Source: an optimization exercise on an open RTL-to-GDS flow (aim: small area, a short achievable clock period and few clock cycles). Production flows keep margins and buffers that such runs may drop. Function was not checked in any run shown here: the RTL went through the layout flow alone. Power and IR drop assume default switching activity.

==> flow/design.v (outline; a module is shown in full before it is edited, if it fits) <==
// module systolic_array: 124 lines
// module mac_lane0: 516 lines
// module mac_lane1: 516 lines
// module mac_lane2: 516 lines
// module mac_lane3: 516 lines
// module mac_lane4: 516 lines
module systolic_array #(
    parameter DATAWIDTH = 16,
    parameter N_SIZE = 5
) (
    input  wire                     clk,
    input  wire                     rst_n,
    input  wire                     valid_in,
    input  wire signed [N_SIZE*DATAWIDTH-1:0] matrix_a_in,
    input  wire signed [N_SIZE*DATAWIDTH-1:0] matrix_b_in,
    output reg  valid_out,
    output wire signed [N_SIZE*2*DATAWIDTH-1:0] matrix_c_out
);
  // ...
==> flow/flow/run.sh <==
#!/bin/bash
set -euo pipefail
MARGIN=5.9
R=orfs/results/sky130hd/systolic_array/base
bash standard.sh synth > log_synth.txt 2>&1
python3 flow/polarity.py $R/1_2_yosys.v > log_polarity.txt 2>&1
bash standard.sh SETUP_SLACK_MARGIN=$MARGIN \
  "BUFFER_PORTS_ARGS=-buffer_cell sky130_fd_sc_hd__buf_4" finish > log_layout.txt 2>&1
test -f out/final.def
==> flow/flow/polarity.py <==
#!/usr/bin/env python3
"""Remove inverters around full adders in a Yosys sky130hd netlist.

A full adder is self-dual: complementing its three inputs complements both
outputs.  XOR/XNOR gates take either input polarity (swapping XOR for XNOR).
This pass gives every full adder and XOR gate a phase (output stored true or
complemented) so that as few inverters as possible are needed, removes the
netlist's inverters and re-inserts one where a pin still needs the other
polarity of a net.  Registers and every other cell are left as they are.

usage: polarity.py NETLIST.v  (rewritten in place)
"""
import re
import sys
from collections import defaultdict

path = sys.argv[1]
text = open(path).read()

m = re.search(r"^module\s+(\S+)\s*\(", text, re.M)
body_start = text.index(";", m.end()) + 1
end = text.rindex("endmodule")
header, body, tail = text[:body_start], text[body_start:end], text[end:]

# split body into statements
stmts = [s.strip() for s in body.split(";") if s.strip()]
decls, cells, others = [], [], []
cell_re = re.compile(r"^(\S+)\s+(\S+)\s*\((.*)\)$", re.S)
pin_re = re.compile(r"\.(\w+)\(\s*(.*?)\s*\)\s*(?:,|$)", re.S)
for s in stmts:
    if s.startswith(("wire", "input", "output", "reg")):
        decls.append(s)
        continue
    if s.startswith("assign"):
        others.append(s)
        continue
    mm = cell_re.match(s)
    if not mm or not mm.group(1).startswith("sky130_fd_sc_hd__"):
        others.append(s)
        continue
    typ, name, conns = mm.groups()
    pins = {}
    for p, n in pin_re.findall(conns):
        pins[p] = n.strip()
    cells.append({"type": typ, "name": name, "pins": pins})

OUTP = {"X", "Y", "Q", "Q_N", "SUM", "COUT", "HI", "LO"}
def base(t):
    return re.sub(r"^sky130_fd_sc_hd__", "", t)

def kind(c):
    b = base(c["type"])
    if re.match(r"inv_\d+$", b):
        return "inv"
    if re.match(r"fa_\d+$", b):
        return "fa"
    if re.match(r"xn?or2_\d+$", b):
        return "xor"
    return "other"

driver = {}
loads = defaultdict(list)
for i, c in enumerate(cells):
    for p, n in c["pins"].items():
        if p in OUTP:
            driver[n] = (i, p)
        else:
            loads[n].append((i, p))
ports_out = set()
for d in decls:
    if d.startswith("output"):
        mm = re.match(r"output\s+(?:\[(\d+):(\d+)\]\s+)?(\S+)", d)
        hi, lo, nm = mm.groups()
        if hi is None:
            ports_out.add(nm)
        else:
            for k in range(int(lo), int(hi) + 1):
                ports_out.add(f"{nm}[{k}]")

def root(n):
    """Follow inverters back: (root net, parity)."""
    k = 0
    seen = 0
    while n in driver and kind(cells[driver[n][0]]) == "inv" and seen < 64:
        n = cells[driver[n][0]]["pins"]["A"]
        k ^= 1
        seen += 1
    return n, k

# sinks: every non-inverter cell input pin, and every output port
sinks = []  # (cell index or None, pin, port name, root net, parity)
for i, c in enumerate(cells):
    if kind(c) == "inv":
        continue
    for p, n in c["pins"].items():
        if p in OUTP:
            continue
        r, k = root(n)
        sinks.append((i, p, None, r, k))
# output ports driven through inverters
port_sinks = []
for n in ports_out:
    if n in driver and kind(cells[driver[n][0]]) == "inv":
        r, k = root(n)
        port_sinks.append((n, r, k))

phase = [0] * len(cells)   # for fa and xor cells
def src_phase(r):
    if r in driver:
        i = driver[r][0]
        if kind(cells[i]) in ("fa", "xor"):
            return phase[i]
    return 0

def need(s):
    i, p, _, r, k = s
    kd = kind(cells[i])
    if kd == "xor":
        return 0
    want = k ^ (phase[i] if kd == "fa" else 0)
    return want ^ src_phase(r)

sinks_by_root = defaultdict(list)
sinks_by_cell = defaultdict(list)
for s in sinks:
    sinks_by_root[s[3]].append(s)
    sinks_by_cell[s[0]].append(s)
port_by_root = defaultdict(list)
for ps in port_sinks:
    port_by_root[ps[1]].append(ps)

def root_cost(r):
    nd = any(need(s) for s in sinks_by_root[r])
    nd = nd or any(k ^ src_phase(r) for _, _, k in port_by_root[r])
    return 1 if nd else 0

def cell_cost(i):
    roots = set(s[3] for s in sinks_by_cell[i])
    c = cells[i]
    for p, n in c["pins"].items():
        if p in OUTP:
            roots.add(n)
    return sum(root_cost(r) for r in roots)

flippable = [i for i, c in enumerate(cells) if kind(c) in ("fa", "xor")]
total0 = sum(root_cost(r) for r in set(list(sinks_by_root) + list(port_by_root)))
for it in range(20):
    changed = 0
    for i in flippable:
        before = cell_cost(i)
        phase[i] ^= 1
        after = cell_cost(i)
        if after < before:
            changed += 1
        else:
            phase[i] ^= 1
    if not changed:
        break
total1 = sum(root_cost(r) for r in set(list(sinks_by_root) + list(port_by_root)))
ninv = sum(1 for c in cells if kind(c) == "inv")

# rewrite
new_cells = []
comp = {}
newwires = []
inv_type = "sky130_fd_sc_hd__inv_1"
def complement(r):
    if r not in comp:
        w = f"_pol{len(comp)}_"
        comp[r] = w
        newwires.append(w)
        new_cells.append({"type": inv_type, "name": f"_polinv{len(comp)}_",
                          "pins": {"A": r, "Y": w}})
    return comp[r]

def physical(r, want_comp):
    return complement(r) if want_comp else r

for s in sinks:
    i, p, _, r, k = s
    c = cells[i]
    kd = kind(c)
    if kd == "xor":
        # take the root net as it is, fold the polarity into the gate type
        pol = k ^ src_phase(r)
        c["pins"][p] = r
        c.setdefault("tog", 0)
        c["tog"] ^= pol
    else:
        c["pins"][p] = physical(r, need(s) == 1)
# xor cells: output polarity = original type ^ input toggles ^ phase
for i, c in enumerate(cells):
    if kind(c) != "xor":
        continue
    b = base(c["type"])
    is_xnor = b.startswith("xnor")
    drive = b.split("_")[1]
    outp = "Y" if is_xnor else "X"
    out = c["pins"].pop(outp)
    inv_now = is_xnor ^ c.get("tog", 0) ^ phase[i]
    if inv_now:
        c["type"] = f"sky130_fd_sc_hd__xnor2_{drive}"
        c["pins"]["Y"] = out
    else:
        c["type"] = f"sky130_fd_sc_hd__xor2_{drive}"
        c["pins"]["X"] = out
# output ports fed by inverters: drive the port from an inverter of the root
# (or a buffer-free connection is not possible: keep an inverter cell)
port_cells = []
for n, r, k in port_sinks:
    want = k ^ src_phase(r)
    if want:
        port_cells.append({"type": inv_type, "name": f"_polport{len(port_cells)}_",
                           "pins": {"A": r, "Y": n}})
    else:
        port_cells.append({"type": "sky130_fd_sc_hd__buf_1", "name": f"_polport{len(port_cells)}_",
                           "pins": {"A": r, "X": n}})

kept = [c for c in cells if kind(c) != "inv"]
out_cells = kept + new_cells + port_cells

def esc(n):
    return n + " " if n.startswith("\\") else n

def fmt(c):
    pins = ",\n".join(f"    .{p}({esc(n)})" for p, n in c["pins"].items())
    return f"  {c['type']} {c['name']} (\n{pins}\n  );"

# wires: keep declarations of nets still used, add new ones
used = set()
for c in out_cells:
    used.update(c["pins"].values())
lines = [header]
for d in decls:
    mm = re.match(r"wire\s+(?:\[\d+:\d+\]\s+)?(\S+)$", d)
    if mm and not d.startswith(("input", "output")):
        nm = mm.group(1)
        if nm not in used and not any(u.startswith(nm + "[") or u == nm for u in used) and not re.search(r"\[", d):
            continue
    lines.append(f"  {d} ;")
for w in newwires:
    lines.append(f"  wire {w};")
for o in others:
    lines.append(f"  {o} ;")
for c in out_cells:
    lines.append(fmt(c))
open(path, "w").write("\n".join(lines) + "\n" + tail)
print(f"polarity: {ninv} inverters before, {len(newwires)} after "
      f"(+{sum(1 for c in port_cells if 'inv' in c['type'])} at ports); "
      f"root cost {total0} -> {total1}")
==> flow/standard.sh <==
#!/bin/bash
# synth_recipe.tcl (not shown) runs the flow's synth.tcl, then flattens the netlist and writes it again
# the make line also repeats each setting of config.mk as NAME=value (left out here)
make -C /OpenROAD-flow-scripts/flow DESIGN_CONFIG=/design/flow/config.mk WORK_HOME=/design/flow/orfs CLKGATE_MAP_FILE= SYNTH_SCRIPT=/design/flow/synth_recipe.tcl "${@:-finish}"
==> flow/config.mk <==
export PLATFORM = sky130hd
export DESIGN_NAME = systolic_array
export DESIGN_NICKNAME = systolic_array
export VERILOG_FILES = /design/flow/design.v
export SDC_FILE = /design/flow/constraint.sdc
export NUM_CORES = 8
export LEC_CHECK = 0
export CAP_MARGIN = 40
export CORE_MARGIN = 2
export CORE_UTILIZATION = 45
export CTS_CLUSTER_DIAMETER = 150
export CTS_CLUSTER_SIZE = 28
export SLEW_MARGIN = 40
export TNS_END_PERCENT = 10
==> flow/constraint.sdc <==
create_clock -name core_clock -period 9.0 [get_ports {clk}]
set_input_delay 1.8000 -clock core_clock [delete_from_list [all_inputs] [get_ports {clk}]]
set_output_delay 1.8000 -clock core_clock [all_outputs]
set_load 0.01 [all_outputs]
==> reports/metrics.cfg, run 1 <==
[worst_setup_path]
worst-setup-path-type = flop to flop
critical_path.reg2reg.startpoint = lane3.s1[9]
critPathLaunchType = flop
critPathBufInv = 0
worst_setup_path_startpoint = lane3.s1[9]
crit_slowest_cell = sky130_fd_sc_hd__fa_1

[clock_tree]
worst_skew_late_latency_ns = 0.74
clk_pin_slew_worst_paths_ns = 0.12
number_of_cts_inserted_buffers = 55
hold_buffers = 0
cts_max_path_buffers = 3

[place]
placed_instance_area_um2 = 67600
placedCellCount = 7271

[timing]
max_slew_margin = 0.396
max_slew.worst_pin.slew_ns = 0.904
fraction_of_the_cycle_the_final_worst_path_needs = 0.388
timing.final.crit_period_ns = 3.49
setup_slack_ns = 5.51

[grt]
grtUsageMet3 = 0.0350
antenna_found_initial = 5

[layout]
buf_share = 0.0517
flip_flop_count_of_the_largest_register_all_copies_and_words_added = 400
top_area_cell_class = multi-input gates
layout-drive-gt1-share = 0.162
fillerInstances = 12533

[routing]
dr.pass1.iters = 6
wirelength_um = 164000
drt-initial-drc-count = 2849
drt-wirelength-per-cell_um = 22.2
topRoutingLayerUsed = met5
wl_met3_um = 10100

[hold_path]
min_to = col[3].b_st[4][10]
min_from = col[3].b_st[3][10]

[run_status]
outcome = timing/DRC/antenna clean

[floorplan]
fp-row-count = 138

==> run 2: changes to the inputs <==
--- a/flow/config.mk
+++ b/flow/config.mk
@@ -9,5 +9,6 @@
 export CORE_MARGIN = 2
-export CORE_UTILIZATION = 45
-export CTS_CLUSTER_DIAMETER = 150
+export CORE_UTILIZATION = 60
+export CTS_CLUSTER_DIAMETER = 100
 export CTS_CLUSTER_SIZE = 28
+export PLACE_DENSITY = 0.7
 export SLEW_MARGIN = 40
==> reports/metrics.cfg, run 2 <==
[hold_path]
type_of_the_most_critical_hold_path = flop to flop
min_from = col[4].b_st[1][4]

[timing]
setup_viol_count_final = 0
max_slew_margin = 0.389  ; -0.00703
grt_setup_unrepaired = yes
report.final.hold_viol_count = 0
max_slew.worst_pin.slew_ns = 0.916  ; +0.0118 ns
fraction_of_the_cycle_the_final_worst_path_needs = 0.398  ; +0.00967
report.final.slew_viol_count = 0
fin_setup_tns_ns = 0
hold_ws_ns = 0.323
timing.final.crit_period_ns = 3.58  ; +0.0870 ns
fmax_ghz = 0.279
skew_ns = 0.0398
setup_slack_ns = 5.42  ; -0.0870 ns

[place]
placed_instance_area_um2 = 66900  ; -0.98%
io_buffer_count = 323
dpl_worst_slack_ns = 5.09
place_congestion = 0.887
hpwlAfterDp_um = 104000

[worst_setup_path]
worst_setup_path_startpoint = lane3.s1[12]
critical_path_capture_point = lane3.acc[25]
critPathMaxFanout = 4
worst_r2r_endpoint = lane3.acc[25]
required_time_of_the_worst_setup_path_ns = 9.63
worst-setup-path-type = flop to flop
worstPathArrival_ns = 4.21
setup.reg_to_reg.worst_slack_ns = 5.42
critPathLaunchType = flop
rr_worst_depth = 12
critical_path.reg2reg.startpoint = lane3.s1[12]
endpoint_kind = flop

[clock_tree]
cts_sinks = 1375
hold_buffers = 0  ; unchanged
h_tree_levels = 2
number_of_cts_inserted_buffers = 57  ; +3.6%
clk_pin_slew_worst_paths_ns = 0.11  ; about the same
worst_skew_late_latency_ns = 0.73  ; about the same
tritoncts = done
cts_max_path_buffers = 3  ; unchanged
cts_root_buffer = sky130_fd_sc_hd__clkbuf_16

[yosys]
mappedNetlistNets = 6412
yosysWarnings = 18
syn-cell-area_um2 = 63700
gate_count_of_the_mapped_netlist = 5397
avgSynthCellArea_um2 = 11.8

[floorplan]
initial_core_utilization = 0.605
core_area_um2 = 105000
die_w_um = 330
floorplan.die_area_um2 = 109000
io_pins = 324
fp-row-count = 119  ; -14%
die-height_um = 330

[layout]
fin_nets = 6501
leading_cell_type_in_the_layout_fill_and_taps_excluded = sky130_fd_sc_hd__dfxtp_1
layout.cells.most_common_list = sky130_fd_sc_hd__dfxtp_1 (1309), sky130_fd_sc_hd__xnor2_1 (659), sky130_fd_sc_hd__fa_1 (557)
multi_input_logic_area_um2 = 34900
layout-drive-gt1-share = 0.160  ; -0.00249
layout_top_registers = col.b_st (400), a_st (320)
area_growth_syn_to_layout_pct = 9.95
post-route-cell-area_um2 = 70000
fillerInstances = 8029  ; -36%
register_ranked_first_by_flip_flop_count = col.b_st
insertedDiodeCount = 0
ff_latch_area_um2 = 27600
flip_flop_count_of_the_largest_register_all_copies_and_words_added = 400  ; unchanged

[pwr]
irDropWorstVdd_mv = 0.415
leakagePower_nw = 27.5
power_density_nw_per_um2 = 421
p_total_mw = 29.5

[routing]
drt-initial-drc-count = 3298  ; +16%
via_total_after_detailed_routing = 40380
drt-wirelength-per-cell_um = 22.4  ; +1.1%
wirelength_um = 154000  ; -5.9%
drt_drc_violations_left = 0
drt-vias-per-instance = 5.86
dr.pass1.iters = 6  ; unchanged
final_antenna_net_count = 0

[grt]
grt_pass1_wl_um = 239000
grt-ovfl-total = 0
grt_usage = 0.282
via_count_of_the_first_global_routing_pass = 41470
antenna_found_initial = 4  ; -1
grt_start_max_net_pins = 69

[job]
cap_violations = 0

[run_status]
outcome = timing/DRC/antenna clean

==> run 2: area by class of cell <==
type | count | share of cell area
multi-input cells | 3438 | 0.498
flip-flops and latches | 1375 | 0.395
repair buffers | 443 | 0.0490
well taps | 1391 | 0.0249
clock buffers | 63 | 0.0210
inverters | 171 | 0.00917
clock inverters | 11 | 0.00298
==> run 2: worst max-delay path, cell delays in order, from the launching register on <==
cell and delay (ns):
sky130_fd_sc_hd__dfxtp_1 0.33, sky130_fd_sc_hd__fa_1 0.55, sky130_fd_sc_hd__fa_1 0.45, sky130_fd_sc_hd__ha_4 0.24, sky130_fd_sc_hd__o21a_1 0.18, sky130_fd_sc_hd__o21a_2 0.23, sky130_fd_sc_hd__a41o_1 0.23, sky130_fd_sc_hd__a2111o_1 0.51
sky130_fd_sc_hd__a31oi_4 0.25, sky130_fd_sc_hd__o31a_4 0.20, sky130_fd_sc_hd__o21bai_4 0.06, sky130_fd_sc_hd__a21oi_2 0.14, sky130_fd_sc_hd__xnor2_1 0.13
==> run 2: what timing repair did <==
action | in CTS | in global routing
gates cloned | 0 | 0
setup buffers | 32 | 19
setup endpoints to repair | 174 | 196
pin swaps | 85 | 77
resized for setup | 115 | 86
==> run 2: worst min-delay path by stage <==
| stage | end | slack [ns] | cells after the start |
|---|---|---|---|
| 2_1_floorplan | a_st[11][0] | 0.31 | 0 |
| 3_3_place_gp | col[3].b_st[2][15] | 0.31 | 0 |
| 3_5_place_dp | a_st[13][14] | 0.31 | 0 |
| 4_1_cts | col[4].b_st[2][4] | 0.31 | 0 |
| 5_1_grt | col[4].b_st[2][2] | 0.33 | 0 |
| 6_report | col[4].b_st[2][4] | 0.32 | 0 |
==> run 2: metrics by stage <==
step | cells | util
floorplan | 5397 | -
global placement | 6764 | 0.635
detailed placement | 6766 | 0.636
CTS | 6872 | 0.659
global route | 6892 | 0.665
finish | 6892 | 0.665
==> run 2: power breakdown <==
group / total (mW) / switching, mW / internal [mW]
logic: 18.4 / 9.64 / 8.77
registers: 7.94 / 0.623 / 7.31
clock network: 3.13 / 1.88 / 1.26
total: 29.5 / 12.1 / 17.3
==> run 2: per-layer routing <==
layer	up-vias	wire length, µm	GRT usage
met5	-	0	0.00130
met4	0	4280	0.0837
met3	291	12500	0.0531
met2	1803	71800	0.451
met1	19992	65700	0.391
li1	18294	-	-

==> static timing again, ports no longer ideal <==
The flow's constraints put no driver on any port. The routed layouts listed below were extracted and timed again, unchanged, in two steps.
Step 1 (the two cells are an assumption about what drives the block):
set clk [get_ports {clk}]
set_driving_cell -lib_cell sky130_fd_sc_hd__clkbuf_16 $clk
set_driving_cell -lib_cell sky130_fd_sc_hd__buf_2 [delete_from_list [all_inputs] $clk]
Step 2, shift: input delay + t, output delay - t, t = (earliest + latest rising clock arrival at the registers) / 2. This alone moves slack from input paths to output paths.
Slacks: ideal ports / drivers / drivers and shift; pairs: ideal ports / drivers.
run	shift t [ns]	setup WS [ns]	hold slack, ns	worst setup path at the end	worst data-port slew with drivers (ns)
run 1	0.789	5.507 / 5.507 / 5.425	0.313 / 0.313 / 0.313	input to register	0.08
run 2	0.781	5.420 / 5.420 / 5.420	0.323 / 0.323 / 0.323	register to register	0.08
After both steps setup and hold are still met in every run listed. The setup slack of run 1, which loses most, moves by 0.000 ns with the drivers and by -0.082 ns with both steps.
